This design comes from an exercise in tuning for small area on the open sky130 flow, not from production work. RTL that was checked went through simulation tests only; none was proved equivalent to the original. No activity file was given, so power comes from the tool's default toggle rates.

==> inputs of 04-21 <==
Design phil_core, start of the top module:
module phil_core
(
    input wire clk,
    input wire rst_n,
    input wire [64-1:0] s_axis_tdata,
    input wire s_axis_tlast,
    input wire s_axis_tvalid,
    output wire s_axis_tready,
    input wire step,
    input wire [13:0] adc_ch1,
    output wire [13:0] dac_ch1,
    output wire [13:0] dac_ch2,
    output wire [43-1:0] out1,
    output wire [43-1:0] out2,
    output wire comp_ready
);
==> module phil_dac, before the edit <==
module phil_dac
(
    input wire [42:0] y,
    output wire [13:0] q
);
wire sg = y[42];
wire z = ~|y[31:0];
wire [18:0] kk = {{8{~sg}}, ~y[42:32]};
wire [19:0] c;
assign c[0] = z;
genvar i;
generate for (i = 0; i < 19; i = i + 1) begin : cch
    assign c[i+1] = (y[i] & kk[i]) | (y[i] & c[i]) | (kk[i] & c[i]);
end endgenerate
wire c19 = c[19];
wire inc = sg & c19;
wire dec = ~sg & ~c19;
wire [23:0] a = y[42:19];
wire [24:0] t;           
assign t[0] = inc | dec;
wire [23:0] v;
generate for (i = 0; i < 24; i = i + 1) begin : incdec
    assign v[i] = a[i] ^ t[i];
    assign t[i+1] = t[i] & (inc ? a[i] : ~a[i]);
end endgenerate
wire vneg = v[23];
wire vhi_pos = ~v[23] & (v[22:0] >= 23'd40960);
wire vlo_neg = v[23] & (v[22:0] < 23'd8347648);    
wire satp = ~sg & vhi_pos;
wire satn = sg & vlo_neg;
wire [2:0] r [0:17];
wire [15:0] u;
assign r[16] = v[16] ? 3'd4 : 3'd0;
generate for (i = 15; i >= 0; i = i - 1) begin : dv
    wire [3:0] tt = {r[i+1], v[i]};
    assign u[i] = (tt >= 4'd5);
    assign r[i] = (tt >= 4'd5) ? tt - 4'd5 : tt[2:0];
end endgenerate
assign q = satp ? 14'h1FFF : satn ? 14'h2000 : {sg, u[12:0]};
endmodule
Settings: LEC_CHECK=0, ABC_AREA=1, CAP_MARGIN=20, CORE_MARGIN=2, CORE_UTILIZATION=40, CTS_BUF_LIST=sky130_fd_sc_hd__clkbuf_8, CTS_CLUSTER_SIZE=25, SLEW_MARGIN=20; clock period 25.0 ns.
run.sh (not shown) runs the stock make flow with config.mk's settings and CLKGATE_MAP_FILE= SYNTH_SCRIPT=/design/flow/synth_recipe.tcl, a recipe that flattens the netlist after the stock synthesis.
==> 03-20 (differences from 04-21) <==
--- a/flow/design.v
+++ b/flow/design.v
@@ -889,8 +889,8 @@
     assign t[i+1] = t[i] & (inc ? a[i] : ~a[i]);
 end endgenerate
 wire vneg = v[23];
-wire vhi_pos = ~v[23] & (v[22:0] >= 23'd40960);
-wire vlo_neg = v[23] & (v[22:0] < 23'd8347648);    
+wire vhi_pos = ($signed(v) >= 24'sd40960);
+wire vlo_neg = ($signed(v) < -24'sd40960);
 wire satp = ~sg & vhi_pos;
 wire satn = sg & vlo_neg;
 wire [2:0] r [0:17];
--- a/flow/config.mk
+++ b/flow/config.mk
@@ -9,6 +9,4 @@
 export CAP_MARGIN = 20
 export CORE_MARGIN = 2
 export CORE_UTILIZATION = 40
-export CTS_BUF_LIST = sky130_fd_sc_hd__clkbuf_8
-export CTS_CLUSTER_SIZE = 25
 export SLEW_MARGIN = 20
==> 01-27 (differences from 04-21) <==
--- a/flow/config.mk
+++ b/flow/config.mk
@@ -9,6 +9,4 @@
 export CAP_MARGIN = 20
 export CORE_MARGIN = 2
 export CORE_UTILIZATION = 40
-export CTS_BUF_LIST = sky130_fd_sc_hd__clkbuf_8
-export CTS_CLUSTER_SIZE = 25
 export SLEW_MARGIN = 20
==> impl_results.md <==
* Cell count after synthesis at 4,450
* FF-to-FF setup slack at 730 ps
* Met3 Wirelength at 10,200 um
* Worst Skew at 52.1 ps
* Status: finished clean
* Hold path start: r_bon.st1[1]
* Psw at 1560 uW
* Clock group total power at 1520 uW
* Chip width at 346 um
* Starting DRT DRC Count at 2,815
* Final core occ at 46.8%
* Avg Cell Area, Syn at 10.5 sq um
* Final Non-Filler Cells at 6,246
* Layout Nets at 5,192
* Layout clock buffers at 131
* Compound-Gate Fraction of Synth Area at 9.39%
* Reg area at 22,700 sq um
That was 03-20.
==> impl_results.md <==
* Status: finished clean
* Peak Freq at 41.4 MHz
* Chip width at 346 um
* FF-to-FF setup slack at 870 ps
* Cell count after synthesis at 4,469
* Compound-Gate Fraction of Synth Area at 9.63%
* Met3 Resource Use GR at 3.73%
* Layout Nets at 5,243
* Met3 Wirelength at 9270 um
* Layout clock buffers at 126
* Hold path depth at 0
* Final Non-Filler Cells at 6,296
* Psw at 2400 uW
* Worst Skew at 52.4 ps
* Final core occ at 47.0%
* Hold path start: r_boff.st2[1]
That was 01-27.
==> impl_results.md <==
* Status: finished clean
* Final core occ at 46.9%
* FF-to-FF setup slack at 920 ps
* Worst Skew at 50.9 ps
* Layout clock buffers at 176
* Psw at 2420 uW
* Met3 Wirelength at 9700 um
* Hold path start: r_aoff0.st5[0]
* Final Non-Filler Cells at 6,393
* Layout Nets at 5,301
* Starting DRT DRC Count at 2,834
* Compound-Gate Fraction of Synth Area at 9.63%
That was 04-21.
For 03-20, only the layout was checked, not whether the RTL still works.

[re-timing with driven ports]
The results above use ideal ports. As a check the final layouts listed here were re-extracted and re-timed, cells and wires unchanged.
Step 1 assumes that a clkbuf_16 drives the clock port and a buf_2 every other input.
Step 2 adds t to the input delays and takes it off the output delays; t is the mean of the earliest and latest rising clock arrival at the registers after step 1. Input paths then give back, and output paths get back, about the clock's delay inside the block.
a / b / c = no drivers / after step 1 / after step 2; a / b = the first two.
| run | t (ns) | setup WS [ns] | latest minus earliest clock arrival (ns) |
|---|---|---|---|
| 04-21 | 0.889 | 0.924 / 0.924 / 0.924 | 0.051 / 0.051 |
| 03-20 | 0.740 | 0.734 / 0.734 / 0.734 | 0.053 / 0.053 |
| 01-27 | 0.731 | 0.865 / 0.865 / 0.865 | 0.052 / 0.052 |
After both steps setup and hold are still met in every run listed.
